Source: an optimization exercise on an open RTL-to-GDS flow (aim: small area and a short achievable clock period). Production flows keep margins and buffers that such runs may drop.
Function was checked by simulation only, so behaviour that the tests miss may differ from the original.
No run shown here takes its clock network from TritonCTS; it comes from the design's own scripts or RTL.
The clock port is modelled as an ideal driver, which makes a skipped or thinned clock tree look cheaper than it is; a real chip needs a root buffer or a tree.
No activity file was given, so power comes from the tool's default toggle rates.

===== flow/run.sh =====
#!/bin/bash
# The standard layout (standard.sh), with these changes:
#  - every port gets a buf_1 buffer (ORFS's buffer_ports with -buffer_cell);
#  - after CTS (flow/clocktree.tcl) the clock tree is rebuilt as two balanced
#    levels of inverters (4 inv_8 on the clock port, 8 inv_16 driving the flip-flops);
#  - setup repair aims for 9.70 ns of slack at the design's clock period, and
#    does not remove buffers (so every port keeps its buffer).
# ORFS writes each step's full log under orfs/logs/; make's own output goes to standard.log.
export BUFFER_PORTS_ARGS="-buffer_cell sky130_fd_sc_hd__buf_1"
export PRE_RESIZE_TCL=$PWD/flow/sizes.tcl
export POST_CTS_TCL=$PWD/flow/clocktree.tcl
export SETUP_SLACK_MARGIN=9.70
export SKIP_BUFFER_REMOVAL=1
bash standard.sh > standard.log 2>&1

===== flow/clocktree.tcl =====
set block [ord::get_db_block]
set db [ord::get_db]
set leafm [$db findMaster sky130_fd_sc_hd__inv_16]
set rootm [$db findMaster sky130_fd_sc_hd__inv_8]
set clk_net [$block findNet clk]

set ffs {}
foreach inst [$block getInsts] {
  if {[string match "sky130_fd_sc_hd__df*" [[$inst getMaster] getName]]} {
    lappend ffs $inst
  }
}
# remove the CTS buffers, its dummy loads, and its nets
set old_nets {}
foreach inst [$block getInsts] {
  if {[string match "clkload*" [$inst getName]]} {
    odb::dbInst_destroy $inst
  } elseif {[string match "clkbuf_*_clk" [$inst getName]]} {
    set onet [[$inst findITerm X] getNet]
    if {$onet != "NULL"} { lappend old_nets $onet }
    odb::dbInst_destroy $inst
  }
}
foreach ff $ffs {
  set it [$ff findITerm CLK]
  set n [$it getNet]
  if {$n != "NULL" && [$n getName] != "clk"} { $it disconnect }
}
foreach n $old_nets {
  if {[llength [$n getITerms]] == 0} { odb::dbNet_destroy $n }
}
if {[llength [$clk_net getITerms]] != 0} { error "clock port still drives cells" }

proc ffx {ff} { return [lindex [$ff getLocation] 0] }
proc ffy {ff} { return [lindex [$ff getLocation] 1] }
proc split2 {l axis} {
  set s [lsort -command [list apply {{axis a b} {expr {[ff$axis $a] - [ff$axis $b]}}} $axis] $l]
  set h [expr {[llength $s] / 2}]
  return [list [lrange $s 0 [expr {$h - 1}]] [lrange $s $h end]]
}
proc centroid {l} {
  set sx 0; set sy 0
  foreach ff $l { set sx [expr {$sx + [ffx $ff]}]; set sy [expr {$sy + [ffy $ff]}] }
  return [list [expr {$sx / [llength $l]}] [expr {$sy / [llength $l]}]]
}
proc add_buf {block master name loc in_net out_name} {
  set buf [odb::dbInst_create $block $master $name]
  $buf setLocation {*}$loc
  $buf setPlacementStatus PLACED
  [$buf findITerm A] connect $in_net
  set net [odb::dbNet_create $block $out_name]
  $net setSigType CLOCK
  [$buf findITerm Y] connect $net
  return $net
}
set quads {}
foreach half [split2 $ffs x] { lappend quads {*}[split2 $half y] }
set k 0
foreach q $quads {
  set rnet [add_buf $block $rootm "clkroot_$k" [centroid $q] $clk_net "clknet_root_$k"]
  set j 0
  foreach part [split2 $q x] {
    set lnet [add_buf $block $leafm "clkleaf_${k}_$j" [centroid $part] $rnet "clknet_leaf_${k}_$j"]
    foreach ff $part { [$ff findITerm CLK] connect $lnet }
    puts "clock inverter clkleaf_${k}_$j drives [llength $part] flip-flops"
    incr j
  }
  incr k
}

detailed_placement
check_placement -verbose
estimate_parasitics -placement
report_clock_skew

===== flow/sizes.tcl =====
# Sizes of the output buffers (made by buffer_ports, named output*) and of the
# accumulator flip-flops that drive them.
foreach inst [get_cells {output*}] {
  replace_cell $inst sky130_fd_sc_hd__buf_2
}
foreach inst [get_cells {a1.acc*}] {
  replace_cell $inst sky130_fd_sc_hd__dfxtp_2
}
# the input buffers of en and clr, which drive the accumulator's control gates
foreach port {en clr} {
  foreach inst [get_cells -of_objects [get_nets $port]] {
    replace_cell $inst sky130_fd_sc_hd__buf_2
  }
}
foreach inst [get_cells {m1.ra* m1.rb*}] {
  replace_cell $inst sky130_fd_sc_hd__dfxtp_4
}

===== standard.sh =====
#!/bin/bash
# synth_recipe.tcl (not shown) runs the flow's synth.tcl, then flattens the netlist and writes it again
# the make line also repeats each setting of config.mk as NAME=value (left out here)
make -C /OpenROAD-flow-scripts/flow DESIGN_CONFIG=/design/flow/config.mk WORK_HOME=/design/flow/orfs CLKGATE_MAP_FILE= SYNTH_SCRIPT=/design/flow/synth_recipe.tcl "${@:-finish}"

===== config.mk =====
export PLATFORM = sky130hd
export DESIGN_NAME = mac_unit
export DESIGN_NICKNAME = mac_unit
export VERILOG_FILES = /design/flow/design.v
export SDC_FILE = /design/flow/constraint.sdc
export NUM_CORES = 4
export LEC_CHECK = 0
export CAP_MARGIN = 20
export CORE_MARGIN = 2
export CORE_UTILIZATION = 40
export SLEW_MARGIN = 20
export SYNTH_HIERARCHICAL = 1
export SYNTH_MINIMUM_KEEP_SIZE = 0

===== constraint.sdc =====
create_clock -name core_clock -period 13.5 [get_ports {clk}]
set_input_delay 2.7000 -clock core_clock [delete_from_list [all_inputs] [get_ports {clk}]]
set_output_delay 2.7000 -clock core_clock [all_outputs]
set_load 0.01 [all_outputs]

===== design.v =====
module full_adder(input a,b,cin,
                  output sum,co);
assign sum=a^b^cin;
assign co=(a&b)|(b&cin)|(cin&a);
endmodule
module half_adder(input a,
                  input b,
                  output sum,
                  output carry);
assign sum=a^b;
assign carry=a&b;
endmodule
module half_adder_n(input a_n,
                    input b_n,
                    output sum_n,
                    output carry_n);
xnor2 x(a_n,b_n,sum_n);
or2 o(a_n,b_n,carry_n);
endmodule
module xnor2(input a,b, output y);
assign y=~(a^b);
endmodule
module or2(input a,b, output y);
assign y=a|b;
endmodule
module mux2_1(input h,s,e1,e0,
              output d);
assign d=(e1&s)|(e0&h);
endmodule
module mul_16x16(input clk,
                 input [15:0]a,
                 input [15:0]b,
                 output [31:0]c);
reg [15:0]ra,rb;
reg [55:0]s2;      
reg [31:0]p3,p4;
wire pn0_0 = ~(ra[0] & rb[0]);    
wire pn0_1 = ~(ra[0] & rb[1]);    
wire pn0_2 = ~(ra[0] & rb[2]);    
wire pn0_3 = ~(ra[0] & rb[3]);    
wire pn0_4 = ~(ra[0] & rb[4]);    
wire pn0_5 = ~(ra[0] & rb[5]);    
wire pn0_6 = ~(ra[0] & rb[6]);    
wire pn0_7 = ~(ra[0] & rb[7]);    
wire pn0_8 = ~(ra[0] & rb[8]);    
wire pn0_9 = ~(ra[0] & rb[9]);    
wire pn0_10 = ~(ra[0] & rb[10]);    
wire pn0_11 = ~(ra[0] & rb[11]);    
wire pn0_12 = ~(ra[0] & rb[12]);    
wire pn0_13 = ~(ra[0] & rb[13]);    
wire pn0_14 = ~(ra[0] & rb[14]);    
wire pn0_15 = ~(ra[0] & rb[15]);    
wire pn1_0 = ~(ra[1] & rb[0]);    
wire pn1_1 = ~(ra[1] & rb[1]);    
wire pn1_2 = ~(ra[1] & rb[2]);    
wire pn1_3 = ~(ra[1] & rb[3]);    
wire pn1_4 = ~(ra[1] & rb[4]);    
wire pn1_5 = ~(ra[1] & rb[5]);    
wire pn1_6 = ~(ra[1] & rb[6]);    
wire pn1_7 = ~(ra[1] & rb[7]);    
wire pn1_8 = ~(ra[1] & rb[8]);    
wire pn1_9 = ~(ra[1] & rb[9]);    
wire pn1_10 = ~(ra[1] & rb[10]);    
wire pn1_11 = ~(ra[1] & rb[11]);    
wire pn1_12 = ~(ra[1] & rb[12]);    
wire pn1_13 = ~(ra[1] & rb[13]);    
wire pn1_14 = ~(ra[1] & rb[14]);    
wire pn1_15 = ~(ra[1] & rb[15]);    
wire pn2_0 = ~(ra[2] & rb[0]);    
wire pn2_1 = ~(ra[2] & rb[1]);    
wire pn2_2 = ~(ra[2] & rb[2]);    
wire pn2_3 = ~(ra[2] & rb[3]);    
wire pn2_4 = ~(ra[2] & rb[4]);    
wire pn2_5 = ~(ra[2] & rb[5]);    
wire pn2_6 = ~(ra[2] & rb[6]);    
wire pn2_7 = ~(ra[2] & rb[7]);    
wire pn2_8 = ~(ra[2] & rb[8]);    
wire pn2_9 = ~(ra[2] & rb[9]);    
wire pn2_10 = ~(ra[2] & rb[10]);    
wire pn2_11 = ~(ra[2] & rb[11]);    
wire pn2_12 = ~(ra[2] & rb[12]);    
wire pn2_13 = ~(ra[2] & rb[13]);    
wire pn2_14 = ~(ra[2] & rb[14]);    
wire pn2_15 = ~(ra[2] & rb[15]);    
wire pn3_0 = ~(ra[3] & rb[0]);    
wire pn3_1 = ~(ra[3] & rb[1]);    
wire pn3_2 = ~(ra[3] & rb[2]);    
wire pn3_3 = ~(ra[3] & rb[3]);    
wire pn3_4 = ~(ra[3] & rb[4]);    
wire pn3_5 = ~(ra[3] & rb[5]);    
wire pn3_6 = ~(ra[3] & rb[6]);    
wire pn3_7 = ~(ra[3] & rb[7]);    
wire pn3_8 = ~(ra[3] & rb[8]);    
wire pn3_9 = ~(ra[3] & rb[9]);    
wire pn3_10 = ~(ra[3] & rb[10]);    
wire pn3_11 = ~(ra[3] & rb[11]);    
wire pn3_12 = ~(ra[3] & rb[12]);    
wire pn3_13 = ~(ra[3] & rb[13]);    
wire pn3_14 = ~(ra[3] & rb[14]);    
wire pn3_15 = ~(ra[3] & rb[15]);    
wire pn4_0 = ~(ra[4] & rb[0]);    
wire pn4_1 = ~(ra[4] & rb[1]);    
wire pn4_2 = ~(ra[4] & rb[2]);    
wire pn4_3 = ~(ra[4] & rb[3]);    
wire pn4_4 = ~(ra[4] & rb[4]);    
wire pn4_5 = ~(ra[4] & rb[5]);    
wire pn4_6 = ~(ra[4] & rb[6]);    
wire pn4_7 = ~(ra[4] & rb[7]);    
wire pn4_8 = ~(ra[4] & rb[8]);    
wire pn4_9 = ~(ra[4] & rb[9]);    
wire pn4_10 = ~(ra[4] & rb[10]);    
wire pn4_11 = ~(ra[4] & rb[11]);    
wire pn4_12 = ~(ra[4] & rb[12]);    
wire pn4_13 = ~(ra[4] & rb[13]);    
wire pn4_14 = ~(ra[4] & rb[14]);    
wire pn4_15 = ~(ra[4] & rb[15]);    
wire pn5_0 = ~(ra[5] & rb[0]);    
wire pn5_1 = ~(ra[5] & rb[1]);    
wire pn5_2 = ~(ra[5] & rb[2]);    
wire pn5_3 = ~(ra[5] & rb[3]);    
wire pn5_4 = ~(ra[5] & rb[4]);    
wire pn5_5 = ~(ra[5] & rb[5]);    
wire pn5_6 = ~(ra[5] & rb[6]);    
wire pn5_7 = ~(ra[5] & rb[7]);    
wire pn5_8 = ~(ra[5] & rb[8]);    
wire pn5_9 = ~(ra[5] & rb[9]);    
wire pn5_10 = ~(ra[5] & rb[10]);    
wire pn5_11 = ~(ra[5] & rb[11]);    
wire pn5_12 = ~(ra[5] & rb[12]);    
wire pn5_13 = ~(ra[5] & rb[13]);    
wire pn5_14 = ~(ra[5] & rb[14]);    
wire pn5_15 = ~(ra[5] & rb[15]);    
wire pn6_0 = ~(ra[6] & rb[0]);    
wire pn6_1 = ~(ra[6] & rb[1]);    
wire pn6_2 = ~(ra[6] & rb[2]);    
wire pn6_3 = ~(ra[6] & rb[3]);    
wire pn6_4 = ~(ra[6] & rb[4]);    
wire pn6_5 = ~(ra[6] & rb[5]);    
wire pn6_6 = ~(ra[6] & rb[6]);    
wire pn6_7 = ~(ra[6] & rb[7]);    
wire pn6_8 = ~(ra[6] & rb[8]);    
wire pn6_9 = ~(ra[6] & rb[9]);    
wire pn6_10 = ~(ra[6] & rb[10]);    
wire pn6_11 = ~(ra[6] & rb[11]);    
wire pn6_12 = ~(ra[6] & rb[12]);    
wire pn6_13 = ~(ra[6] & rb[13]);    
wire pn6_14 = ~(ra[6] & rb[14]);    
wire pn6_15 = ~(ra[6] & rb[15]);    
wire pn7_0 = ~(ra[7] & rb[0]);    
wire pn7_1 = ~(ra[7] & rb[1]);    
wire pn7_2 = ~(ra[7] & rb[2]);    
wire pn7_3 = ~(ra[7] & rb[3]);    
wire pn7_4 = ~(ra[7] & rb[4]);    
wire pn7_5 = ~(ra[7] & rb[5]);    
wire pn7_6 = ~(ra[7] & rb[6]);    
wire pn7_7 = ~(ra[7] & rb[7]);    
wire pn7_8 = ~(ra[7] & rb[8]);    
wire pn7_9 = ~(ra[7] & rb[9]);    
wire pn7_10 = ~(ra[7] & rb[10]);    
wire pn7_11 = ~(ra[7] & rb[11]);    
wire pn7_12 = ~(ra[7] & rb[12]);    
wire pn7_13 = ~(ra[7] & rb[13]);    
wire pn7_14 = ~(ra[7] & rb[14]);    
wire pn7_15 = ~(ra[7] & rb[15]);    
wire pn8_0 = ~(ra[8] & rb[0]);    
wire pn8_1 = ~(ra[8] & rb[1]);    
wire pn8_2 = ~(ra[8] & rb[2]);    
wire pn8_3 = ~(ra[8] & rb[3]);    
wire pn8_4 = ~(ra[8] & rb[4]);    
wire pn8_5 = ~(ra[8] & rb[5]);    
wire pn8_6 = ~(ra[8] & rb[6]);    
wire pn8_7 = ~(ra[8] & rb[7]);    
wire pn8_8 = ~(ra[8] & rb[8]);    
wire pn8_9 = ~(ra[8] & rb[9]);    
wire pn8_10 = ~(ra[8] & rb[10]);    
wire pn8_11 = ~(ra[8] & rb[11]);    
wire pn8_12 = ~(ra[8] & rb[12]);    
wire pn8_13 = ~(ra[8] & rb[13]);    
wire pn8_14 = ~(ra[8] & rb[14]);    
wire pn8_15 = ~(ra[8] & rb[15]);    
wire pn9_0 = ~(ra[9] & rb[0]);    
wire pn9_1 = ~(ra[9] & rb[1]);    
wire pn9_2 = ~(ra[9] & rb[2]);    
wire pn9_3 = ~(ra[9] & rb[3]);    
wire pn9_4 = ~(ra[9] & rb[4]);    
wire pn9_5 = ~(ra[9] & rb[5]);    
wire pn9_6 = ~(ra[9] & rb[6]);    
wire pn9_7 = ~(ra[9] & rb[7]);    
wire pn9_8 = ~(ra[9] & rb[8]);    
wire pn9_9 = ~(ra[9] & rb[9]);    
wire pn9_10 = ~(ra[9] & rb[10]);    
wire pn9_11 = ~(ra[9] & rb[11]);    
wire pn9_12 = ~(ra[9] & rb[12]);    
wire pn9_13 = ~(ra[9] & rb[13]);    
wire pn9_14 = ~(ra[9] & rb[14]);    
wire pn9_15 = ~(ra[9] & rb[15]);    
wire pn10_0 = ~(ra[10] & rb[0]);    
wire pn10_1 = ~(ra[10] & rb[1]);    
wire pn10_2 = ~(ra[10] & rb[2]);    
wire pn10_3 = ~(ra[10] & rb[3]);    
wire pn10_4 = ~(ra[10] & rb[4]);    
wire pn10_5 = ~(ra[10] & rb[5]);    
wire pn10_6 = ~(ra[10] & rb[6]);    
wire pn10_7 = ~(ra[10] & rb[7]);    
wire pn10_8 = ~(ra[10] & rb[8]);    
wire pn10_9 = ~(ra[10] & rb[9]);    
wire pn10_10 = ~(ra[10] & rb[10]);    
wire pn10_11 = ~(ra[10] & rb[11]);    
wire pn10_12 = ~(ra[10] & rb[12]);    
wire pn10_13 = ~(ra[10] & rb[13]);    
wire pn10_14 = ~(ra[10] & rb[14]);    
wire pn10_15 = ~(ra[10] & rb[15]);    
wire pn11_0 = ~(ra[11] & rb[0]);    
wire pn11_1 = ~(ra[11] & rb[1]);    
wire pn11_2 = ~(ra[11] & rb[2]);    
wire pn11_3 = ~(ra[11] & rb[3]);    
wire pn11_4 = ~(ra[11] & rb[4]);    
wire pn11_5 = ~(ra[11] & rb[5]);    
wire pn11_6 = ~(ra[11] & rb[6]);    
wire pn11_7 = ~(ra[11] & rb[7]);    
wire pn11_8 = ~(ra[11] & rb[8]);    
wire pn11_9 = ~(ra[11] & rb[9]);    
wire pn11_10 = ~(ra[11] & rb[10]);    
wire pn11_11 = ~(ra[11] & rb[11]);    
wire pn11_12 = ~(ra[11] & rb[12]);    
wire pn11_13 = ~(ra[11] & rb[13]);    
wire pn11_14 = ~(ra[11] & rb[14]);    
wire pn11_15 = ~(ra[11] & rb[15]);    
wire pn12_0 = ~(ra[12] & rb[0]);    
wire pn12_1 = ~(ra[12] & rb[1]);    
wire pn12_2 = ~(ra[12] & rb[2]);    
wire pn12_3 = ~(ra[12] & rb[3]);    
wire pn12_4 = ~(ra[12] & rb[4]);    
wire pn12_5 = ~(ra[12] & rb[5]);    
wire pn12_6 = ~(ra[12] & rb[6]);    
wire pn12_7 = ~(ra[12] & rb[7]);    
wire pn12_8 = ~(ra[12] & rb[8]);    
wire pn12_9 = ~(ra[12] & rb[9]);    
wire pn12_10 = ~(ra[12] & rb[10]);    
wire pn12_11 = ~(ra[12] & rb[11]);    
wire pn12_12 = ~(ra[12] & rb[12]);    
wire pn12_13 = ~(ra[12] & rb[13]);    
wire pn12_14 = ~(ra[12] & rb[14]);    
wire pn12_15 = ~(ra[12] & rb[15]);    
wire pn13_0 = ~(ra[13] & rb[0]);    
wire pn13_1 = ~(ra[13] & rb[1]);    
wire pn13_2 = ~(ra[13] & rb[2]);    
wire pn13_3 = ~(ra[13] & rb[3]);    
wire pn13_4 = ~(ra[13] & rb[4]);    
wire pn13_5 = ~(ra[13] & rb[5]);    
wire pn13_6 = ~(ra[13] & rb[6]);    
wire pn13_7 = ~(ra[13] & rb[7]);    
wire pn13_8 = ~(ra[13] & rb[8]);    
wire pn13_9 = ~(ra[13] & rb[9]);    
wire pn13_10 = ~(ra[13] & rb[10]);    
wire pn13_11 = ~(ra[13] & rb[11]);    
wire pn13_12 = ~(ra[13] & rb[12]);    
wire pn13_13 = ~(ra[13] & rb[13]);    
wire pn13_14 = ~(ra[13] & rb[14]);    
wire pn13_15 = ~(ra[13] & rb[15]);    
wire pn14_0 = ~(ra[14] & rb[0]);    
wire pn14_1 = ~(ra[14] & rb[1]);    
wire pn14_2 = ~(ra[14] & rb[2]);    
wire pn14_3 = ~(ra[14] & rb[3]);    
wire pn14_4 = ~(ra[14] & rb[4]);    
wire pn14_5 = ~(ra[14] & rb[5]);    
wire pn14_6 = ~(ra[14] & rb[6]);    
wire pn14_7 = ~(ra[14] & rb[7]);    
wire pn14_8 = ~(ra[14] & rb[8]);    
wire pn14_9 = ~(ra[14] & rb[9]);    
wire pn14_10 = ~(ra[14] & rb[10]);    
wire pn14_11 = ~(ra[14] & rb[11]);    
wire pn14_12 = ~(ra[14] & rb[12]);    
wire pn14_13 = ~(ra[14] & rb[13]);    
wire pn14_14 = ~(ra[14] & rb[14]);    
wire pn14_15 = ~(ra[14] & rb[15]);    
wire pn15_0 = ~(ra[15] & rb[0]);    
wire pn15_1 = ~(ra[15] & rb[1]);    
wire pn15_2 = ~(ra[15] & rb[2]);    
wire pn15_3 = ~(ra[15] & rb[3]);    
wire pn15_4 = ~(ra[15] & rb[4]);    
wire pn15_5 = ~(ra[15] & rb[5]);    
wire pn15_6 = ~(ra[15] & rb[6]);    
wire pn15_7 = ~(ra[15] & rb[7]);    
wire pn15_8 = ~(ra[15] & rb[8]);    
wire pn15_9 = ~(ra[15] & rb[9]);    
wire pn15_10 = ~(ra[15] & rb[10]);    
wire pn15_11 = ~(ra[15] & rb[11]);    
wire pn15_12 = ~(ra[15] & rb[12]);    
wire pn15_13 = ~(ra[15] & rb[13]);    
wire pn15_14 = ~(ra[15] & rb[14]);    
wire pn15_15 = ~(ra[15] & rb[15]);    
wire s1, c2;
half_adder_n ha2(pn0_13, pn1_12, s1, c2);
wire s3, c4;
full_adder fa4(pn0_14, pn1_13, pn2_12, s3, c4);
wire s5, c6;
half_adder_n ha6(pn3_11, pn4_10, s5, c6);
wire s7, c8;
full_adder fa8(pn0_15, pn1_14, pn2_13, s7, c8);
wire s9, c10;
full_adder fa10(pn3_12, pn4_11, pn5_10, s9, c10);
wire s11, c12;
half_adder_n ha12(pn6_9, pn7_8, s11, c12);
wire s13, c14;
full_adder fa14(pn1_15, pn2_14, pn3_13, s13, c14);
wire s15, c16;
full_adder fa16(pn4_12, pn5_11, pn6_10, s15, c16);
wire s17, c18;
half_adder_n ha18(pn7_9, pn8_8, s17, c18);
wire s19, c20;
full_adder fa20(pn2_15, pn3_14, pn4_13, s19, c20);
wire s21, c22;
full_adder fa22(pn5_12, pn6_11, pn7_10, s21, c22);
wire s23, c24;
full_adder fa24(pn3_15, pn4_14, pn5_13, s23, c24);
wire s25, c26;
half_adder_n ha26(pn0_9, pn1_8, s25, c26);
wire s27, c28;
full_adder fa28(pn0_10, pn1_9, pn2_8, s27, c28);
wire s29, c30;
half_adder_n ha30(pn3_7, pn4_6, s29, c30);
wire s31, c32;
full_adder fa32(pn0_11, pn1_10, pn2_9, s31, c32);
wire s33, c34;
full_adder fa34(pn3_8, pn4_7, pn5_6, s33, c34);
wire s35, c36;
half_adder_n ha36(pn6_5, pn7_4, s35, c36);
wire s37, c38;
full_adder fa38(pn0_12, pn1_11, pn2_10, s37, c38);
wire s39, c40;
full_adder fa40(pn3_9, pn4_8, pn5_7, s39, c40);
wire s41, c42;
full_adder fa42(pn6_6, pn7_5, pn8_4, s41, c42);
wire s43, c44;
half_adder_n ha44(pn9_3, pn10_2, s43, c44);
wire s45, c46;
full_adder fa46(pn2_11, pn3_10, pn4_9, s45, c46);
wire s47, c48;
full_adder fa48(pn5_8, pn6_7, pn7_6, s47, c48);
wire s49, c50;
full_adder fa50(pn8_5, pn9_4, pn10_3, s49, c50);
wire s51, c52;
full_adder fa52(pn11_2, pn12_1, pn13_0, s51, c52);
wire s53, c54;
full_adder fa54(pn5_9, pn6_8, pn7_7, s53, c54);
wire s55, c56;
full_adder fa56(pn8_6, pn9_5, pn10_4, s55, c56);
wire s57, c58;
full_adder fa58(pn11_3, pn12_2, pn13_1, s57, c58);
wire s59, c60;
full_adder fa60(pn14_0, c2, s5, s59, c60);
wire s61, c62;
full_adder fa62(pn8_7, pn9_6, pn10_5, s61, c62);
wire s63, c64;
full_adder fa64(pn11_4, pn12_3, pn13_2, s63, c64);
wire s65, c66;
full_adder fa66(pn14_1, pn15_0, c6, s65, c66);
wire s67, c68;
full_adder fa68(s11, c4, s7, s67, c68);
wire s69, c70;
full_adder fa70(pn9_7, pn10_6, pn11_5, s69, c70);
wire s71, c72;
full_adder fa72(pn12_4, pn13_3, pn14_2, s71, c72);
wire s73, c74;
full_adder fa74(pn15_1, c12, s17, s73, c74);
wire s75, c76;
full_adder fa76(c8, c10, s13, s75, c76);
wire s77, c78;
full_adder fa78(pn8_9, pn9_8, pn10_7, s77, c78);
wire s79, c80;
full_adder fa80(pn11_6, pn12_5, pn13_4, s79, c80);
wire s81, c82;
full_adder fa82(pn14_3, pn15_2, c18, s81, c82);
wire s83, c84;
full_adder fa84(c14, c16, s19, s83, c84);
wire s85, c86;
full_adder fa86(pn6_12, pn7_11, pn8_10, s85, c86);
wire s87, c88;
full_adder fa88(pn9_9, pn10_8, pn11_7, s87, c88);
wire s89, c90;
full_adder fa90(pn12_6, pn13_5, pn14_4, s89, c90);
wire s91, c92;
full_adder fa92(pn15_3, c20, c22, s91, c92);
wire s93, c94;
full_adder fa94(pn4_15, pn5_14, pn6_13, s93, c94);
wire s95, c96;
full_adder fa96(pn7_12, pn8_11, pn9_10, s95, c96);
wire s97, c98;
full_adder fa98(pn10_9, pn11_8, pn12_7, s97, c98);
wire s99, c100;
full_adder fa100(pn13_6, pn14_5, pn15_4, s99, c100);
wire s101, c102;
full_adder fa102(pn5_15, pn6_14, pn7_13, s101, c102);
wire s103, c104;
full_adder fa104(pn8_12, pn9_11, pn10_10, s103, c104);
wire s105, c106;
full_adder fa106(pn11_9, pn12_8, pn13_7, s105, c106);
wire s107, c108;
full_adder fa108(pn6_15, pn7_14, pn8_13, s107, c108);
wire s109, c110;
full_adder fa110(pn9_12, pn10_11, pn11_10, s109, c110);
wire s111, c112;
full_adder fa112(pn7_15, pn8_14, pn9_13, s111, c112);
wire s113, c114;
half_adder_n ha114(pn0_6, pn1_5, s113, c114);
wire s115, c116;
full_adder fa116(pn0_7, pn1_6, pn2_5, s115, c116);
wire s117, c118;
half_adder_n ha118(pn3_4, pn4_3, s117, c118);
wire s119, c120;
full_adder fa120(pn0_8, pn1_7, pn2_6, s119, c120);
wire s121, c122;
full_adder fa122(pn3_5, pn4_4, pn5_3, s121, c122);
wire s123, c124;
half_adder_n ha124(pn6_2, pn7_1, s123, c124);
wire s125, c126;
full_adder fa126(pn2_7, pn3_6, pn4_5, s125, c126);
wire s127, c128;
full_adder fa128(pn5_4, pn6_3, pn7_2, s127, c128);
wire s129, c130;
full_adder fa130(pn8_1, pn9_0, s25, s129, c130);
wire s131, c132;
full_adder fa132(pn5_5, pn6_4, pn7_3, s131, c132);
wire s133, c134;
full_adder fa134(pn8_2, pn9_1, pn10_0, s133, c134);
wire s135, c136;
full_adder fa136(c26, s29, s27, s135, c136);
wire s137, c138;
full_adder fa138(pn8_3, pn9_2, pn10_1, s137, c138);
wire s139, c140;
full_adder fa140(pn11_0, c30, s35, s139, c140);
wire s141, c142;
full_adder fa142(c28, s31, s33, s141, c142);
wire s143, c144;
full_adder fa144(pn11_1, pn12_0, c36, s143, c144);
wire s145, c146;
full_adder fa146(s43, c32, c34, s145, c146);
wire s147, c148;
full_adder fa148(s37, s39, s41, s147, c148);
wire s149, c150;
full_adder fa150(c44, s1, c38, s149, c150);
wire s151, c152;
full_adder fa152(c40, c42, s45, s151, c152);
wire s153, c154;
full_adder fa154(s47, s49, s51, s153, c154);
wire s155, c156;
full_adder fa156(c46, c48, c50, s155, c156);
wire s157, c158;
full_adder fa158(c52, s53, s55, s157, c158);
wire s159, c160;
full_adder fa160(s57, s3, s59, s159, c160);
wire s161, c162;
full_adder fa162(c54, c56, c58, s161, c162);
wire s163, c164;
full_adder fa164(s61, s63, s9, s163, c164);
wire s165, c166;
full_adder fa166(c60, s65, s67, s165, c166);
wire s167, c168;
full_adder fa168(c62, c64, s69, s167, c168);
wire s169, c170;
full_adder fa170(s71, s15, c66, s169, c170);
wire s171, c172;
full_adder fa172(s73, c68, s75, s171, c172);
wire s173, c174;
full_adder fa174(c70, c72, s77, s173, c174);
wire s175, c176;
full_adder fa176(s79, s21, c74, s175, c176);
wire s177, c178;
full_adder fa178(s81, c76, s83, s177, c178);
wire s179, c180;
full_adder fa180(c78, c80, s85, s179, c180);
wire s181, c182;
full_adder fa182(s87, s89, s23, s181, c182);
wire s183, c184;
full_adder fa184(c82, c84, s91, s183, c184);
wire s185, c186;
full_adder fa186(c86, c88, c90, s185, c186);
wire s187, c188;
full_adder fa188(s93, s95, s97, s187, c188);
wire s189, c190;
full_adder fa190(s99, c24, c92, s189, c190);
wire s191, c192;
full_adder fa192(pn14_6, pn15_5, c94, s191, c192);
wire s193, c194;
full_adder fa194(c96, c98, c100, s193, c194);
wire s195, c196;
full_adder fa196(s101, s103, s105, s195, c196);
wire s197, c198;
full_adder fa198(pn12_9, pn13_8, pn14_7, s197, c198);
wire s199, c200;
full_adder fa200(pn15_6, c102, c104, s199, c200);
wire s201, c202;
full_adder fa202(c106, s107, s109, s201, c202);
wire s203, c204;
full_adder fa204(pn10_12, pn11_11, pn12_10, s203, c204);
wire s205, c206;
full_adder fa206(pn13_9, pn14_8, pn15_7, s205, c206);
wire s207, c208;
full_adder fa208(c108, c110, s111, s207, c208);
wire s209, c210;
full_adder fa210(pn8_15, pn9_14, pn10_13, s209, c210);
wire s211, c212;
full_adder fa212(pn11_12, pn12_11, pn13_10, s211, c212);
wire s213, c214;
full_adder fa214(pn14_9, pn15_8, c112, s213, c214);
wire s215, c216;
full_adder fa216(pn9_15, pn10_14, pn11_13, s215, c216);
wire s217, c218;
full_adder fa218(pn12_12, pn13_11, pn14_10, s217, c218);
wire s219, c220;
full_adder fa220(pn10_15, pn11_14, pn12_13, s219, c220);
wire s221, c222;
half_adder_n ha222(pn0_4, pn1_3, s221, c222);
wire s223, c224;
full_adder fa224(pn0_5, pn1_4, pn2_3, s223, c224);
wire s225, c226;
half_adder_n ha226(pn3_2, pn4_1, s225, c226);
wire s227, c228;
full_adder fa228(pn2_4, pn3_3, pn4_2, s227, c228);
wire s229, c230;
full_adder fa230(pn5_1, pn6_0, s113, s229, c230);
wire s231, c232;
full_adder fa232(pn5_2, pn6_1, pn7_0, s231, c232);
wire s233, c234;
full_adder fa234(c114, s117, s115, s233, c234);
wire s235, c236;
full_adder fa236(pn8_0, c118, s123, s235, c236);
wire s237, c238;
full_adder fa238(c116, s119, s121, s237, c238);
wire s239, c240;
full_adder fa240(c124, c120, c122, s239, c240);
wire s241, c242;
full_adder fa242(s125, s127, s129, s241, c242);
wire s243, c244;
full_adder fa244(c126, c128, s131, s243, c244);
wire s245, c246;
full_adder fa246(s133, c130, s135, s245, c246);
wire s247, c248;
full_adder fa248(c132, c134, s137, s247, c248);
wire s249, c250;
full_adder fa250(s139, c136, s141, s249, c250);
wire s251, c252;
full_adder fa252(c138, c140, s143, s251, c252);
wire s253, c254;
full_adder fa254(c142, s145, s147, s253, c254);
wire s255, c256;
full_adder fa256(c144, c146, c148, s255, c256);
wire s257, c258;
full_adder fa258(s149, s151, s153, s257, c258);
wire s259, c260;
full_adder fa260(c150, c152, c154, s259, c260);
wire s261, c262;
full_adder fa262(s155, s157, s159, s261, c262);
wire s263, c264;
full_adder fa264(c156, c158, s161, s263, c264);
wire s265, c266;
full_adder fa266(s163, c160, s165, s265, c266);
wire s267, c268;
full_adder fa268(c162, c164, s167, s267, c268);
wire s269, c270;
full_adder fa270(s169, c166, s171, s269, c270);
wire s271, c272;
full_adder fa272(c168, s173, c170, s271, c272);
wire s273, c274;
full_adder fa274(s175, c172, s177, s273, c274);
wire s275, c276;
full_adder fa276(c174, s179, s181, s275, c276);
wire s277, c278;
full_adder fa278(c176, c178, s183, s277, c278);
wire s279, c280;
full_adder fa280(c180, c182, s185, s279, c280);
wire s281, c282;
full_adder fa282(s187, c184, s189, s281, c282);
wire s283, c284;
full_adder fa284(c186, c188, s191, s283, c284);
wire s285, c286;
full_adder fa286(s193, s195, c190, s285, c286);
wire s287, c288;
full_adder fa288(s197, c192, c194, s287, c288);
wire s289, c290;
full_adder fa290(c196, s199, s201, s289, c290);
wire s291, c292;
full_adder fa292(c198, s203, s205, s291, c292);
wire s293, c294;
full_adder fa294(c200, c202, s207, s293, c294);
wire s295, c296;
full_adder fa296(c204, c206, s209, s295, c296);
wire s297, c298;
full_adder fa298(s211, c208, s213, s297, c298);
wire s299, c300;
full_adder fa300(pn15_9, c210, c212, s299, c300);
wire s301, c302;
full_adder fa302(s215, s217, c214, s301, c302);
wire s303, c304;
full_adder fa304(pn13_12, pn14_11, pn15_10, s303, c304);
wire s305, c306;
full_adder fa306(c216, c218, s219, s305, c306);
wire s307, c308;
full_adder fa308(pn11_15, pn12_14, pn13_13, s307, c308);
wire s309, c310;
full_adder fa310(pn14_12, pn15_11, c220, s309, c310);
wire s311, c312;
full_adder fa312(pn12_15, pn13_14, pn14_13, s311, c312);
wire s313, c314;
half_adder_n ha314(pn0_3, pn1_2, s313, c314);
wire s315, c316;
full_adder fa316(pn2_2, pn3_1, pn4_0, s315, c316);
wire s317, c318;
full_adder fa318(pn5_0, c222, s225, s317, c318);
wire s319, c320;
full_adder fa320(c226, c224, s227, s319, c320);
wire s321, c322;
full_adder fa322(c228, s231, c230, s321, c322);
wire s323, c324;
full_adder fa324(c232, s235, c234, s323, c324);
wire s325, c326;
full_adder fa326(c236, c238, s239, s325, c326);
wire s327, c328;
full_adder fa328(c240, s243, c242, s327, c328);
wire s329, c330;
full_adder fa330(c244, s247, c246, s329, c330);
wire s331, c332;
full_adder fa332(c248, s251, c250, s331, c332);
wire s333, c334;
full_adder fa334(c252, c254, s255, s333, c334);
wire s335, c336;
full_adder fa336(c256, c258, s259, s335, c336);
wire s337, c338;
full_adder fa338(c260, s263, c262, s337, c338);
wire s339, c340;
full_adder fa340(c264, s267, c266, s339, c340);
wire s341, c342;
full_adder fa342(c268, s271, c270, s341, c342);
wire s343, c344;
full_adder fa344(s275, c272, c274, s343, c344);
wire s345, c346;
full_adder fa346(c276, s279, c278, s345, c346);
wire s347, c348;
full_adder fa348(c280, s283, c282, s347, c348);
wire s349, c350;
full_adder fa350(c284, s287, s289, s349, c350);
wire s351, c352;
full_adder fa352(s291, c288, c290, s351, c352);
wire s353, c354;
full_adder fa354(c292, s295, c294, s353, c354);
wire s355, c356;
full_adder fa356(c296, s299, c298, s355, c356);
wire s357, c358;
full_adder fa358(s303, c300, s305, s357, c358);
wire s359, c360;
full_adder fa360(c304, s307, c306, s359, c360);
wire s361, c362;
full_adder fa362(pn15_12, c308, s311, s361, c362);
wire s363, c364;
full_adder fa364(pn13_15, pn14_14, pn15_13, s363, c364);
wire s365, c366;
half_adder_n ha366(pn0_2, pn1_1, s365, c366);
wire s367, c368;
full_adder fa368(pn2_1, pn3_0, s313, s367, c368);
wire s369, c370;
full_adder fa370(c314, s221, s315, s369, c370);
wire s371, c372;
full_adder fa372(c316, s223, s317, s371, c372);
wire s373, c374;
full_adder fa374(c318, s229, s319, s373, c374);
wire s375, c376;
full_adder fa376(c320, s233, s321, s375, c376);
wire s377, c378;
full_adder fa378(s237, c322, s323, s377, c378);
wire s379, c380;
full_adder fa380(s241, c324, s325, s379, c380);
wire s381, c382;
full_adder fa382(c326, s245, s327, s381, c382);
wire s383, c384;
full_adder fa384(s249, c328, s329, s383, c384);
wire s385, c386;
full_adder fa386(s253, c330, s331, s385, c386);
wire s387, c388;
full_adder fa388(s257, c332, s333, s387, c388);
wire s389, c390;
full_adder fa390(s261, c334, s335, s389, c390);
wire s391, c392;
full_adder fa392(c336, s265, s337, s391, c392);
wire s393, c394;
full_adder fa394(s269, c338, s339, s393, c394);
wire s395, c396;
full_adder fa396(s273, c340, s341, s395, c396);
wire s397, c398;
full_adder fa398(s277, c342, s343, s397, c398);
wire s399, c400;
full_adder fa400(s281, c344, s345, s399, c400);
wire s401, c402;
full_adder fa402(s285, c346, s347, s401, c402);
wire s403, c404;
full_adder fa404(s349, c286, c348, s403, c404);
wire s405, c406;
full_adder fa406(s293, c350, s351, s405, c406);
wire s407, c408;
full_adder fa408(s297, c352, s353, s407, c408);
wire s409, c410;
full_adder fa410(s301, c354, s355, s409, c410);
wire s411, c412;
full_adder fa412(s357, c302, c356, s411, c412);
wire s413, c414;
full_adder fa414(s309, c358, s359, s413, c414);
wire s415, c416;
full_adder fa416(s361, c310, c360, s415, c416);
wire s417, c418;
full_adder fa418(s363, c312, c362, s417, c418);
wire s419, c420;
full_adder fa420(pn14_15, pn15_14, c364, s419, c420);
wire s421, c422;
half_adder_n ha422(pn0_1, pn1_0, s421, c422);
wire s423, c424;
full_adder fa424(pn2_0, s365, c422, s423, c424);
wire s425, c426;
full_adder fa426(c366, s367, c424, s425, c426);
wire s427, c428;
full_adder fa428(c368, s369, c426, s427, c428);
wire s429, c430;
full_adder fa430(c370, s371, c428, s429, c430);
wire s431, c432;
full_adder fa432(c372, s373, c430, s431, c432);
wire [55:0]s2_d;
assign s2_d[0] = pn0_0;    
assign s2_d[1] = s421;    
assign s2_d[2] = s423;    
assign s2_d[3] = s425;    
assign s2_d[4] = s427;    
assign s2_d[5] = s429;    
assign s2_d[6] = s431;    
assign s2_d[7] = c374;    
assign s2_d[8] = s375;    
assign s2_d[9] = c432;    
assign s2_d[10] = c376;    
assign s2_d[11] = s377;    
assign s2_d[12] = c378;    
assign s2_d[13] = s379;    
assign s2_d[14] = c380;    
assign s2_d[15] = s381;    
assign s2_d[16] = c382;    
assign s2_d[17] = s383;    
assign s2_d[18] = c384;    
assign s2_d[19] = s385;    
assign s2_d[20] = c386;    
assign s2_d[21] = s387;    
assign s2_d[22] = c388;    
assign s2_d[23] = s389;    
assign s2_d[24] = c390;    
assign s2_d[25] = s391;    
assign s2_d[26] = c392;    
assign s2_d[27] = s393;    
assign s2_d[28] = c394;    
assign s2_d[29] = s395;    
assign s2_d[30] = c396;    
assign s2_d[31] = s397;    
assign s2_d[32] = c398;    
assign s2_d[33] = s399;    
assign s2_d[34] = c400;    
assign s2_d[35] = s401;    
assign s2_d[36] = c402;    
assign s2_d[37] = s403;    
assign s2_d[38] = c404;    
assign s2_d[39] = s405;    
assign s2_d[40] = c406;    
assign s2_d[41] = s407;    
assign s2_d[42] = c408;    
assign s2_d[43] = s409;    
assign s2_d[44] = c410;    
assign s2_d[45] = s411;    
assign s2_d[46] = c412;    
assign s2_d[47] = s413;    
assign s2_d[48] = c414;    
assign s2_d[49] = s415;    
assign s2_d[50] = c416;    
assign s2_d[51] = s417;    
assign s2_d[52] = c418;    
assign s2_d[53] = s419;    
assign s2_d[54] = c420;    
assign s2_d[55] = pn15_15;    
wire [31:0]x3 = {1'b1, s2[54], s2[52], s2[50], s2[48], s2[46], s2[44], s2[42], s2[40], s2[38], s2[36], s2[34], s2[32], s2[30], s2[28], s2[26], s2[24], s2[22], s2[20], s2[18], s2[16], s2[14], s2[12], s2[10], s2[7], s2[6], s2[5], s2[4], s2[3], s2[2], s2[1], s2[0]};
wire [31:0]y3 = {1'b1, s2[55], s2[53], s2[51], s2[49], s2[47], s2[45], s2[43], s2[41], s2[39], s2[37], s2[35], s2[33], s2[31], s2[29], s2[27], s2[25], s2[23], s2[21], s2[19], s2[17], s2[15], s2[13], s2[11], s2[8], 1'b1, 1'b1, 1'b1, 1'b1, 1'b1, 1'b1, 1'b1};
wire kg0 = s2[7] & s2[8];
wire kp0 = s2[7] ^ s2[8];
wire kg1 = s2[10] & s2[11];
wire kp1 = s2[10] ^ s2[11];
wire kg2 = s2[12] & s2[13];
wire kp2 = s2[12] ^ s2[13];
wire kg3 = s2[14] & s2[15];
wire kp3 = s2[14] ^ s2[15];
wire kg4 = s2[16] & s2[17];
wire kp4 = s2[16] ^ s2[17];
wire kg5 = s2[18] & s2[19];
wire kp5 = s2[18] ^ s2[19];
wire kg6 = s2[20] & s2[21];
wire kp6 = s2[20] ^ s2[21];
wire kg7 = s2[22] & s2[23];
wire kp7 = s2[22] ^ s2[23];
wire kg8 = s2[24] & s2[25];
wire kp8 = s2[24] ^ s2[25];
wire kg9 = s2[26] & s2[27];
wire kp9 = s2[26] ^ s2[27];
wire kg10 = s2[28] & s2[29];
wire kp10 = s2[28] ^ s2[29];
wire kg11 = s2[30] & s2[31];
wire kp11 = s2[30] ^ s2[31];
wire kg12 = s2[32] & s2[33];
wire kp12 = s2[32] ^ s2[33];
wire kg13 = s2[34] & s2[35];
wire kp13 = s2[34] ^ s2[35];
wire kg14 = s2[36] & s2[37];
wire kp14 = s2[36] ^ s2[37];
wire kg15 = s2[38] & s2[39];
wire kp15 = s2[38] ^ s2[39];
wire kg16 = s2[40] & s2[41];
wire kp16 = s2[40] ^ s2[41];
wire kg17 = s2[42] & s2[43];
wire kp17 = s2[42] ^ s2[43];
wire kg18 = s2[44] & s2[45];
wire kp18 = s2[44] ^ s2[45];
wire kg19 = s2[46] & s2[47];
wire kp19 = s2[46] ^ s2[47];
wire kg20 = s2[48] & s2[49];
wire kp20 = s2[48] ^ s2[49];
wire kg21 = s2[50] & s2[51];
wire kp21 = s2[50] ^ s2[51];
wire kg22 = s2[52] & s2[53];
wire kp22 = s2[52] ^ s2[53];
wire kg23 = s2[54] & s2[55];
wire kp23 = s2[54] ^ s2[55];
wire kg24 = 1'b1 & 1'b1;
wire kp24 = 1'b1 ^ 1'b1;
wire kg0c = kg0 | (kp0 & s2[9]);
wire kG1 = kg1 | (kp1 & kg0c);
wire kP1 = kp1 & kp0;
wire kG2 = kg3 | (kp3 & kg2);
wire kP2 = kp3 & kp2;
wire kG3 = kg5 | (kp5 & kg4);
wire kP3 = kp5 & kp4;
wire kG4 = kg7 | (kp7 & kg6);
wire kP4 = kp7 & kp6;
wire kG5 = kg9 | (kp9 & kg8);
wire kP5 = kp9 & kp8;
wire kG6 = kg11 | (kp11 & kg10);
wire kP6 = kp11 & kp10;
wire kG7 = kg13 | (kp13 & kg12);
wire kP7 = kp13 & kp12;
wire kG8 = kg15 | (kp15 & kg14);
wire kP8 = kp15 & kp14;
wire kG9 = kg17 | (kp17 & kg16);
wire kP9 = kp17 & kp16;
wire kG10 = kg19 | (kp19 & kg18);
wire kP10 = kp19 & kp18;
wire kG11 = kg21 | (kp21 & kg20);
wire kP11 = kp21 & kp20;
wire kG12 = kg23 | (kp23 & kg22);
wire kP12 = kp23 & kp22;
wire kG13 = kG2 | (kP2 & kG1);
wire kP13 = kP2 & kP1;
wire kG14 = kG4 | (kP4 & kG3);
wire kP14 = kP4 & kP3;
wire kG15 = kG6 | (kP6 & kG5);
wire kP15 = kP6 & kP5;
wire kG16 = kG8 | (kP8 & kG7);
wire kP16 = kP8 & kP7;
wire kG17 = kG10 | (kP10 & kG9);
wire kP17 = kP10 & kP9;
wire kG18 = kG12 | (kP12 & kG11);
wire kP18 = kP12 & kP11;
wire kG19 = kG14 | (kP14 & kG13);
wire kP19 = kP14 & kP13;
wire kG20 = kG16 | (kP16 & kG15);
wire kP20 = kP16 & kP15;
wire kG21 = kG18 | (kP18 & kG17);
wire kP21 = kP18 & kP17;
wire kG22 = kG20 | (kP20 & kG19);
wire kP22 = kP20 & kP19;
wire kG23 = kG21 | (kP21 & kG22);
wire kP23 = kP21 & kP22;
wire kG24 = kG15 | (kP15 & kG19);
wire kP24 = kP15 & kP19;
wire kG25 = kG17 | (kP17 & kG22);
wire kP25 = kP17 & kP22;
wire kG26 = kG3 | (kP3 & kG13);
wire kP26 = kP3 & kP13;
wire kG27 = kG5 | (kP5 & kG19);
wire kP27 = kP5 & kP19;
wire kG28 = kG7 | (kP7 & kG24);
wire kP28 = kP7 & kP24;
wire kG29 = kG9 | (kP9 & kG22);
wire kP29 = kP9 & kP22;
wire kG30 = kG11 | (kP11 & kG25);
wire kP30 = kP11 & kP25;
wire kG31 = kg2 | (kp2 & kG1);
wire kP31 = kp2 & kP1;
wire kG32 = kg4 | (kp4 & kG13);
wire kP32 = kp4 & kP13;
wire kG33 = kg6 | (kp6 & kG26);
wire kP33 = kp6 & kP26;
wire kG34 = kg8 | (kp8 & kG19);
wire kP34 = kp8 & kP19;
wire kG35 = kg10 | (kp10 & kG27);
wire kP35 = kp10 & kP27;
wire kG36 = kg12 | (kp12 & kG24);
wire kP36 = kp12 & kP24;
wire kG37 = kg14 | (kp14 & kG28);
wire kP37 = kp14 & kP28;
wire kG38 = kg16 | (kp16 & kG22);
wire kP38 = kp16 & kP22;
wire kG39 = kg18 | (kp18 & kG29);
wire kP39 = kp18 & kP29;
wire kG40 = kg20 | (kp20 & kG25);
wire kP40 = kp20 & kP25;
wire kG41 = kg22 | (kp22 & kG30);
wire kP41 = kp22 & kP30;
wire kG42 = kg24 | (kp24 & kG23);
wire kP42 = kp24 & kP23;
wire [31:0]p3_d = {(kp24 ^ kG23), (kp23 ^ kG41), (kp22 ^ kG30), (kp21 ^ kG40), (kp20 ^ kG25), (kp19 ^ kG39), (kp18 ^ kG29), (kp17 ^ kG38), (kp16 ^ kG22), (kp15 ^ kG37), (kp14 ^ kG28), (kp13 ^ kG36), (kp12 ^ kG24), (kp11 ^ kG35), (kp10 ^ kG27), (kp9 ^ kG34), (kp8 ^ kG19), (kp7 ^ kG33), (kp6 ^ kG26), (kp5 ^ kG32), (kp4 ^ kG13), (kp3 ^ kG31), (kp2 ^ kG1), (kp1 ^ kg0c), (kp0 ^ s2[9]), s2[6], s2[5], s2[4], s2[3], s2[2], s2[1], s2[0]};
always @(posedge clk)
 begin
  ra<=a;
  rb<=b;
  s2<=s2_d;
  p3<=~p3_d;    
  p4<=p3;
 end
assign c=p4;
endmodule
module accumulator(input clk,en,clr,
                   input [31:0]a,
                   output [39:0]c);
reg [39:0]acc;
wire [39:0]b={8'b0,a};
wire [39:0]g0=acc&b;
wire [39:0]p0=acc^b;
wire gg1 = g0[1] | (p0[1] & g0[0]);
wire pp1 = p0[1] & p0[0];
wire gg2 = g0[3] | (p0[3] & g0[2]);
wire pp2 = p0[3] & p0[2];
wire gg3 = g0[5] | (p0[5] & g0[4]);
wire pp3 = p0[5] & p0[4];
wire gg4 = g0[7] | (p0[7] & g0[6]);
wire pp4 = p0[7] & p0[6];
wire gg5 = g0[9] | (p0[9] & g0[8]);
wire pp5 = p0[9] & p0[8];
wire gg6 = g0[11] | (p0[11] & g0[10]);
wire pp6 = p0[11] & p0[10];
wire gg7 = g0[13] | (p0[13] & g0[12]);
wire pp7 = p0[13] & p0[12];
wire gg8 = g0[15] | (p0[15] & g0[14]);
wire pp8 = p0[15] & p0[14];
wire gg9 = g0[17] | (p0[17] & g0[16]);
wire pp9 = p0[17] & p0[16];
wire gg10 = g0[19] | (p0[19] & g0[18]);
wire pp10 = p0[19] & p0[18];
wire gg11 = g0[21] | (p0[21] & g0[20]);
wire pp11 = p0[21] & p0[20];
wire gg12 = g0[23] | (p0[23] & g0[22]);
wire pp12 = p0[23] & p0[22];
wire gg13 = g0[25] | (p0[25] & g0[24]);
wire pp13 = p0[25] & p0[24];
wire gg14 = g0[27] | (p0[27] & g0[26]);
wire pp14 = p0[27] & p0[26];
wire gg15 = g0[29] | (p0[29] & g0[28]);
wire pp15 = p0[29] & p0[28];
wire gg16 = g0[31] | (p0[31] & g0[30]);
wire pp16 = p0[31] & p0[30];
wire gg17 = g0[33] | (p0[33] & g0[32]);
wire pp17 = p0[33] & p0[32];
wire gg18 = g0[35] | (p0[35] & g0[34]);
wire pp18 = p0[35] & p0[34];
wire gg19 = g0[37] | (p0[37] & g0[36]);
wire pp19 = p0[37] & p0[36];
wire gg20 = g0[39] | (p0[39] & g0[38]);
wire pp20 = p0[39] & p0[38];
wire gg21 = gg2 | (pp2 & gg1);
wire pp21 = pp2 & pp1;
wire gg22 = gg4 | (pp4 & gg3);
wire pp22 = pp4 & pp3;
wire gg23 = gg6 | (pp6 & gg5);
wire pp23 = pp6 & pp5;
wire gg24 = gg8 | (pp8 & gg7);
wire pp24 = pp8 & pp7;
wire gg25 = gg10 | (pp10 & gg9);
wire pp25 = pp10 & pp9;
wire gg26 = gg12 | (pp12 & gg11);
wire pp26 = pp12 & pp11;
wire gg27 = gg14 | (pp14 & gg13);
wire pp27 = pp14 & pp13;
wire gg28 = gg16 | (pp16 & gg15);
wire pp28 = pp16 & pp15;
wire gg29 = gg18 | (pp18 & gg17);
wire pp29 = pp18 & pp17;
wire gg30 = gg20 | (pp20 & gg19);
wire pp30 = pp20 & pp19;
wire gg31 = gg22 | (pp22 & gg21);
wire pp31 = pp22 & pp21;
wire gg32 = gg24 | (pp24 & gg23);
wire pp32 = pp24 & pp23;
wire gg33 = gg26 | (pp26 & gg25);
wire pp33 = pp26 & pp25;
wire gg34 = gg28 | (pp28 & gg27);
wire pp34 = pp28 & pp27;
wire gg35 = gg30 | (pp30 & gg29);
wire pp35 = pp30 & pp29;
wire gg36 = gg32 | (pp32 & gg31);
wire pp36 = pp32 & pp31;
wire gg37 = gg34 | (pp34 & gg33);
wire pp37 = pp34 & pp33;
wire gg38 = gg37 | (pp37 & gg36);
wire pp38 = pp37 & pp36;
wire gg39 = gg33 | (pp33 & gg36);
wire pp39 = pp33 & pp36;
wire gg40 = gg35 | (pp35 & gg38);
wire pp40 = pp35 & pp38;
wire gg41 = gg23 | (pp23 & gg31);
wire pp41 = pp23 & pp31;
wire gg42 = gg25 | (pp25 & gg36);
wire pp42 = pp25 & pp36;
wire gg43 = gg27 | (pp27 & gg39);
wire pp43 = pp27 & pp39;
wire gg44 = gg29 | (pp29 & gg38);
wire pp44 = pp29 & pp38;
wire gg45 = gg3 | (pp3 & gg21);
wire pp45 = pp3 & pp21;
wire gg46 = gg5 | (pp5 & gg31);
wire pp46 = pp5 & pp31;
wire gg47 = gg7 | (pp7 & gg41);
wire pp47 = pp7 & pp41;
wire gg48 = gg9 | (pp9 & gg36);
wire pp48 = pp9 & pp36;
wire gg49 = gg11 | (pp11 & gg42);
wire pp49 = pp11 & pp42;
wire gg50 = gg13 | (pp13 & gg39);
wire pp50 = pp13 & pp39;
wire gg51 = gg15 | (pp15 & gg43);
wire pp51 = pp15 & pp43;
wire gg52 = gg17 | (pp17 & gg38);
wire pp52 = pp17 & pp38;
wire gg53 = gg19 | (pp19 & gg44);
wire pp53 = pp19 & pp44;
wire gg54 = g0[2] | (p0[2] & gg1);
wire pp54 = p0[2] & pp1;
wire gg55 = g0[4] | (p0[4] & gg21);
wire pp55 = p0[4] & pp21;
wire gg56 = g0[6] | (p0[6] & gg45);
wire pp56 = p0[6] & pp45;
wire gg57 = g0[8] | (p0[8] & gg31);
wire pp57 = p0[8] & pp31;
wire gg58 = g0[10] | (p0[10] & gg46);
wire pp58 = p0[10] & pp46;
wire gg59 = g0[12] | (p0[12] & gg41);
wire pp59 = p0[12] & pp41;
wire gg60 = g0[14] | (p0[14] & gg47);
wire pp60 = p0[14] & pp47;
wire gg61 = g0[16] | (p0[16] & gg36);
wire pp61 = p0[16] & pp36;
wire gg62 = g0[18] | (p0[18] & gg48);
wire pp62 = p0[18] & pp48;
wire gg63 = g0[20] | (p0[20] & gg42);
wire pp63 = p0[20] & pp42;
wire gg64 = g0[22] | (p0[22] & gg49);
wire pp64 = p0[22] & pp49;
wire gg65 = g0[24] | (p0[24] & gg39);
wire pp65 = p0[24] & pp39;
wire gg66 = g0[26] | (p0[26] & gg50);
wire pp66 = p0[26] & pp50;
wire gg67 = g0[28] | (p0[28] & gg43);
wire pp67 = p0[28] & pp43;
wire gg68 = g0[30] | (p0[30] & gg51);
wire pp68 = p0[30] & pp51;
wire gg69 = g0[32] | (p0[32] & gg38);
wire pp69 = p0[32] & pp38;
wire gg70 = g0[34] | (p0[34] & gg52);
wire pp70 = p0[34] & pp52;
wire gg71 = g0[36] | (p0[36] & gg44);
wire pp71 = p0[36] & pp44;
wire gg72 = g0[38] | (p0[38] & gg53);
wire pp72 = p0[38] & pp53;
wire [39:0]cy={gg72, gg53, gg71, gg44, gg70, gg52, gg69, gg38, gg68, gg51, gg67, gg43, gg66, gg50, gg65, gg39, gg64, gg49, gg63, gg42, gg62, gg48, gg61, gg36, gg60, gg47, gg59, gg41, gg58, gg46, gg57, gg31, gg56, gg45, gg55, gg21, gg54, gg1, g0[0], 1'b0};
wire [39:0]sum=p0^cy;
wire [39:0]d;
wire e1=en&~clr;     
wire e0=~(en|clr);   
genvar i;
generate
 for (i=0;i<40;i=i+1)
  begin : sel
   mux2_1 m(acc[i],sum[i],e1,e0,d[i]);
  end
endgenerate
always @(posedge clk)
  acc <= d;
assign c = acc;
endmodule
module mac_unit(input clk,en,clr,
                input [15:0]a,b,
                output [39:0]c);
wire [31:0]temp1;
mul_16x16 m1(clk,a,b,temp1);
accumulator a1(clk,en,clr,temp1,c);
endmodule

==> out/summary.txt, run 1 <==
placer congestion estimate -> 0.825
leakage -> 5.20 nW
worst vdd ir -> 0.0683 mV
Synth cell types -> 45
Core Area -> 30,300 sq um
Die ar. -> 32,000 sq um
setup TNS -> 0 ns
compound-cell area share of the yosys netlist -> 0.0641
Final Max Tran Viols -> 0
grt total ovfl -> 0
Total GRT Usage -> 0.174
Routed Antenna Nets -> 0
Comb power frac -> 0.504
endpoints failing hold -> 0
Hold/Removal Path Class -> flip-flop to flip-flop
pin count of the biggest net entering global routing -> 41
CTS clock-pin slew for the worst setup and hold paths -> 0.08 ns
CP cell instances -> buf_2 -> nor2b_4 -> a22o_1
Rows -> 64
CTS sink cnt -> 192
fin nets -> 1,440
max incr delay on CP -> 0.57 ns
worst-margin pin slew -> 0.638 ns
Top Ports -> 75
CP max stage cell -> nor2b_4
synth warn -> 8
Post-synth ARST share -> 0
DRC errors left -> 0
Initial DRC Count -> 456
Post-Synth XOR/XNOR Area -> 0.0329
cell area after synthesis -> 12,200 sq um
Die Span X -> 179 microns
routed length per instance -> 17.2 microns
I/O Buffers -> 74
Slew HR -> 0.574
mux cell area share after synthesis -> 0
largest family of logic cells by synthesized area -> adder cells
part of the power in registers -> 0.385
crit start category -> input port
Post-Syn Nets -> 1,422
synthesized area per cell -> 11.1 sq um
Clock Power Share -> 0.110
flops & latches, synth -> 192
vias per inst -> 4.98
arrival time at the worst endpoint -> 3.65 ns
adder-cell share of the synthesized area -> 0.432
Final setup viols -> 0
antenna cell count -> 0
Post-Syn Instances -> 1,101
Post-synth EDFFs -> 0
initial antenna violation count -> 0
sequential share of the synthesized area -> 0.314
crit end category -> flip-flop
DRT Pass-1 Iters -> 4
DP HPWL -> 18.8 mm
min Tclk post-route -> 3.57 ns
vias in the first global route -> 8,330
first-pass GRT wire length -> 43.5 mm
clk_skew -> 0.0147 ns
layout cell share with drive strength beyond 1 -> 0.127
RSZ-0062 raised after global routing -> false
final std cell area, no fill -> 13,200 sq um
Clk Latency, worst-skew pair -> 0.14 ns
Critical Path RT -> 13.58 ns
Final Routed Wirelength -> 26.1 mm
pwr dens -> 184 nW/um^2
status -> no timing/DRC/antenna violations
DIE HEIGHT -> 179 microns
switching pwr -> 1.00 mW
crit-path max FO -> 20
vias -> 7,528
critical path type -> input port to flip-flop
period utilization -> 0.265
max_cap viols -> 0
switching share of power -> 0.414
post-placement cell area -> 13,000 sq um
Max Fclk -> 0.280 GHz
P&R area growth vs syn -> 7.61%
top_reg_cell synth -> dfxtp_1
simple-gate area share of the yosys netlist -> 0.114
Cell Int Power -> 1.42 mW
Initial Util -> 0.404
Final Util -> 0.434
-- sequential cells by signal, indices dropped and copies added (netlist names) --
name	flops
m1.ra	16
a1.acc	40
m1.rb	16
m1.s2	56
m1.p3	32
m1.p4	32
-- cell usage in the layout (no fill, tap or decap), types with 29 or more instances in the layout --
cell	n
a22o_1	40
buf_1	32
buf_2	42
dfxtp_1	120
dfxtp_2	40
dfxtp_4	32
fa_1	229
ha_1	57
inv_1	60
nand2_1	279
xnor2_1	29
-- Yosys stat by module, one instance, submodules excluded, excerpt --
module / times used / area, sq um / cells
mul_16x16: 1 / 5270 / 596
accumulator: 1 / 2390 / 233
mux2_1: 40 / 8.76 / 1
or2: 16 / 6.26 / 1
xnor2: 16 / 8.76 / 1
full_adder: 200 / 20.0 / 1
-- layer usage --
metal,GRT usage,wire [microns],share of wire
met2,0.295,12400,0.48
met3,0.0327,1590,0.061
met5,0,0,0
met4,0.0356,397,0.015
met1,0.235,11600,0.45
-- worst max-delay path, delay by kind of cell --
family,cells,cell delay (ns)
buffers and inverters,1,0.13
and+or+nand+nor,1,0.57
AOI/OAI and AO/OA,1,0.24
-- through the flow --
stage	std cells	hold slack, ns	total power [mW]	worst slack (ns)
after floorplan	1101	0.310	1.85	9.73
after global placement	1500	0.310	2.12	9.49
after detailed placement	1500	0.312	2.19	9.50
after global routing	1513	0.334	2.70	9.84
final	1513	0.319	2.43	9.93
-- power by group through the flow --
stage / combinational (mW) / sequential (mW) / clock, mW
finish: 1.22 / 0.934 / 0.268
detailed placement: 1.24 / 0.947 / 0
global placement: 1.18 / 0.940 / 0
global route: 1.44 / 0.960 / 0.305
floorplan: 0.951 / 0.898 / 0
-- kinds of logic (layout without fill, tap and decap cells) --
logic type	count (synthesis)	count (layout)
AOI/OAI and AO/OA	109	109
xor gates and xnor gates	46	46
adders and majority gates	286	286
buffers and inverters	132	147
DFF	192	192
and+or+nand+nor	336	337
-- path summary, 6_finish.rpt --
| path | startpoint | to | slack, ns | depth (start not counted) |
|---|---|---|---|---|
| setup / recovery | en | a1.acc[19] | 9.93 | 3 |
| hold / removal | m1.p3[19] | m1.p4[19] | 0.32 | 0 |
| setup reg to reg | m1.rb[15] | m1.s2[29] | 9.97 | 7 |
| hold reg to reg | m1.p3[19] | m1.p4[19] | 0.32 | 0 |
-- area by class of cell --
class | instances | area (sq um)
flip-flops and latches | 192 | 4010
repair buffers | 75 | 338
multi-input cells | 778 | 7900
fillers | 2833 | 17200
well taps | 396 | 495
inverters | 72 | 430
-- synth_stat cells (all sizes together), types with 3 or more instances --
master,n,area share
nand4,6,0.0036
clkbuf,64,0.020
xnor2,29,0.021
a22o,40,0.029
o21a,6,0.0037
o211ai,6,0.0041
inv,60,0.018
dfxtp,192,0.31
ha,57,0.058
nand3,5,0.0025
nor3,3,0.0012
o21ai,13,0.0053
xor2,17,0.012
nor2,11,0.0036
a211oi,3,0.0018
nand2,280,0.086
buf,8,0.0049
fa,229,0.37
a21oi,29,0.012
nand2b,4,0.0020
or2,18,0.0092
==> run 2, diff against run 1 <==
--- a/flow/sizes.tcl
+++ b/flow/sizes.tcl
@@ -9,7 +9,7 @@
 # the input buffers of en and clr, which drive the accumulator's control gates
 foreach port {en clr} {
   foreach inst [get_cells -of_objects [get_nets $port]] {
-    replace_cell $inst sky130_fd_sc_hd__buf_2
+    replace_cell $inst sky130_fd_sc_hd__buf_8
   }
 }
 foreach inst [get_cells {m1.ra* m1.rb*}] {
==> out/summary.txt, run 2 <==
multi-input logic area -> 7900 sq um
min Tclk post-route -> 3.54 ns
vias in the first global route -> 8,262
period utilization -> 0.262
Hold/Removal Path Class -> flip-flop to flip-flop
Initial DRC Count -> 460
Final Routed Wirelength -> 26.2 mm
P&R area growth vs syn -> 7.77%
crit end category -> flip-flop
Slew HR -> 0.588
CP delay by family, top -> adder cells
flops & latches, synth -> 192
grt total ovfl -> 0
Die Span X -> 179 microns
DRC errors left -> 0
Rows -> 64
synth warn -> 8
max incr delay on CP -> 0.56 ns
initial antenna violation count -> 0
max_cap viols -> 0
placer congestion estimate -> 0.825
CP cell instances -> nand2_1 -> fa_1 -> fa_1 -> fa_1 -> fa_1 -> fa_1 -> fa_1
DRT Pass-1 Iters -> 5
routed length per instance -> 17.3 microns
leakage -> 5.20 nW
DP HPWL -> 18.8 mm
DIE HEIGHT -> 179 microns
Top Ports -> 75
CTS sink cnt -> 192
setup TNS -> 0 ns
sequential share of the synthesized area -> 0.314
Synth area leaders -> fa_1, dfxtp_1, nand2_1
Post-Syn Instances -> 1,101
post-placement cell area -> 13,000 sq um
crit start category -> flip-flop
Post-Syn Nets -> 1,422
antenna cell count -> 0
Routed Antenna Nets -> 0
Synth cell types -> 45
CTS clock-pin slew for the worst setup and hold paths -> 0.08 ns
Post-synth EDFFs -> 0
Clk Latency, worst-skew pair -> 0.14 ns
Sequential cell area -> 4010 sq um
layout cell share with drive strength beyond 1 -> 0.127
worst-margin pin slew -> 0.616 ns
Regs by FF count -> m1.s2: 56 flops, a1.acc: 40 flops
Core Area -> 30,300 sq um
crit-path max FO -> 16
final std cell area, no fill -> 13,200 sq um
Post-synth ARST share -> 0
most frequent cells in the layout -> nand2_1, fa_1, dfxtp_1, inv_1, ha_1
Critical Path RT -> 13.52 ns
I/O Buffers -> 74
first-pass GRT wire length -> 43.3 mm
vias -> 7,593
top cells by count, synth -> nand2_1, fa_1, dfxtp_1
Max Fclk -> 0.283 GHz
arrival time at the worst endpoint -> 3.56 ns
clk_skew -> 0.0163 ns
endpoints failing hold -> 0
Top reg by flops -> m1.s2
top_reg_cell synth -> dfxtp_1
synthesized area per cell -> 11.1 sq um
Buf+Inv Stages, Crit Path -> 0
fillcell total -> 2,830
Worst path most repeated cell -> fa_1
cell area after synthesis -> 12,200 sq um
Initial Util -> 0.404
critical path type -> flip-flop to flip-flop
most common cell after layout, fill and taps aside -> nand2_1
pwr dens -> 184 nW/um^2
Synth area leader -> fa_1
fin nets -> 1,440
Die ar. -> 32,000 sq um
status -> no timing/DRC/antenna violations
Total GRT Usage -> 0.174
worst vdd ir -> 0.0645 mV
pin count of the biggest net entering global routing -> 41
count leader, synth -> nand2_1
Yosys top cell area share -> 0.374
RSZ-0062 raised after global routing -> false
Final Max Tran Viols -> 0
max reg flops -> 56
CP max stage cell -> fa_1
vias per inst -> 5.02
Final setup viols -> 0
run 2: cells by family (layout without fill, tap and decap cells):
family                     count (synthesis)  count (layout)  share of synthesized area
AOI/OAI and AO/OA                        109             109                     0.0641
xor gates and xnor gates                  46              46                     0.0329
adders and majority gates                286             286                      0.432
buffers and inverters                    132             147                     0.0429
DFF                                      192             192                      0.314
and+or+nand+nor                          336             337                      0.114
run 2: where the power goes:
part           leakage, nW  switching, mW  internal, mW  total (mW)
Combinational         3.46          0.659         0.572        1.23
Sequential            1.64          0.135         0.800       0.935
Clock                0.102          0.217        0.0529       0.270
Total                 5.20           1.01          1.42        2.44
run 2: modules after synthesis (local to each module, per instance), excerpt:
module | cells | cell area, sq um | flops+latches | times used
or2 | 1 | 6.26 | 0 | 16
mul_16x16 | 596 | 5270 | 152 | 1
mux2_1 | 1 | 8.76 | 0 | 40
xnor2 | 1 | 8.76 | 0 | 16
accumulator | 233 | 2390 | 40 | 1
full_adder | 1 | 20.0 | 0 | 200
run 2: worst reg2reg max path, stage by stage (launching register included):
cell and delay [ns]:
dfxtp_4 0.49, nand2_1 0.12, fa_1 0.56, fa_1 0.44
fa_1 0.47, fa_1 0.39, fa_1 0.52, fa_1 0.42
run 2: final timing paths:
path,from,end,slack [ns],depth (start not counted)
setup / recovery,m1.rb[15],m1.s2[31],9.96,7
hold reg to reg,m1.p3[19],m1.p4[19],0.32,0
hold / removal,m1.p3[19],m1.p4[19],0.32,0
setup reg to reg,m1.rb[15],m1.s2[31],9.96,7
run 2: area by class of cell:
type / instances / area share
Inverter: 72 / 0.0326
Timing Repair Buffer: 75 / 0.0271
Sequential cell: 192 / 0.304
Tap cell: 396 / 0.0375
Multi-Input combinational cell: 778 / 0.599
run 2: through the flow:
step | power [mW] | cells | utilization | hold WS [ns] | setup WS [ns]
floorplan | 1.85 | 1101 | - | 0.310 | 9.73
global placement | 2.12 | 1500 | 0.420 | 0.310 | 9.49
detailed placement | 2.19 | 1500 | 0.428 | 0.312 | 9.53
global route | 2.71 | 1513 | 0.435 | 0.332 | 9.84
finish | 2.44 | 1513 | 0.435 | 0.316 | 9.96
run 2: metal layers:
metal  global-route usage  vias to the layer above  routed length, microns
met4               0.0379                        0                     465
li1                     -                     3481                       -
met1                0.233                     3804                   11500
met2                0.295                      274                   12400
met3               0.0295                       34                    1820
met5                    0                        -                       0

re-timing with driven ports:
In the flow no input, the clock included, has a driving cell. The finished layouts below were timed again as built, in two steps. Step 1 (the two cells are an assumption about what drives the block):
set clk [get_ports {clk}]
set_driving_cell -lib_cell sky130_fd_sc_hd__clkbuf_16 $clk
set_driving_cell -lib_cell sky130_fd_sc_hd__buf_2 [delete_from_list [all_inputs] $clk]
Step 2 moves the port delays by t, midway between the first and last clock arrival at a register: inputs arrive t later, outputs are due t later. That takes back most of the time a late clock gives input paths. Slacks: ideal ports / drivers / drivers and shift; pairs: ideal ports / drivers.
run	t, ns	setup slack, ns	slew at the worst register clock pin (ns)
run 1	0.272	9.927 / 9.974 / 9.776	0.08 / 0.08
run 2	0.277	9.961 / 9.961 / 9.817	0.08 / 0.09
After both steps setup and hold are still met in every run listed. For run 1, which loses most, drivers alone change the setup slack by +0.047 ns; drivers and shift together by -0.151 ns.
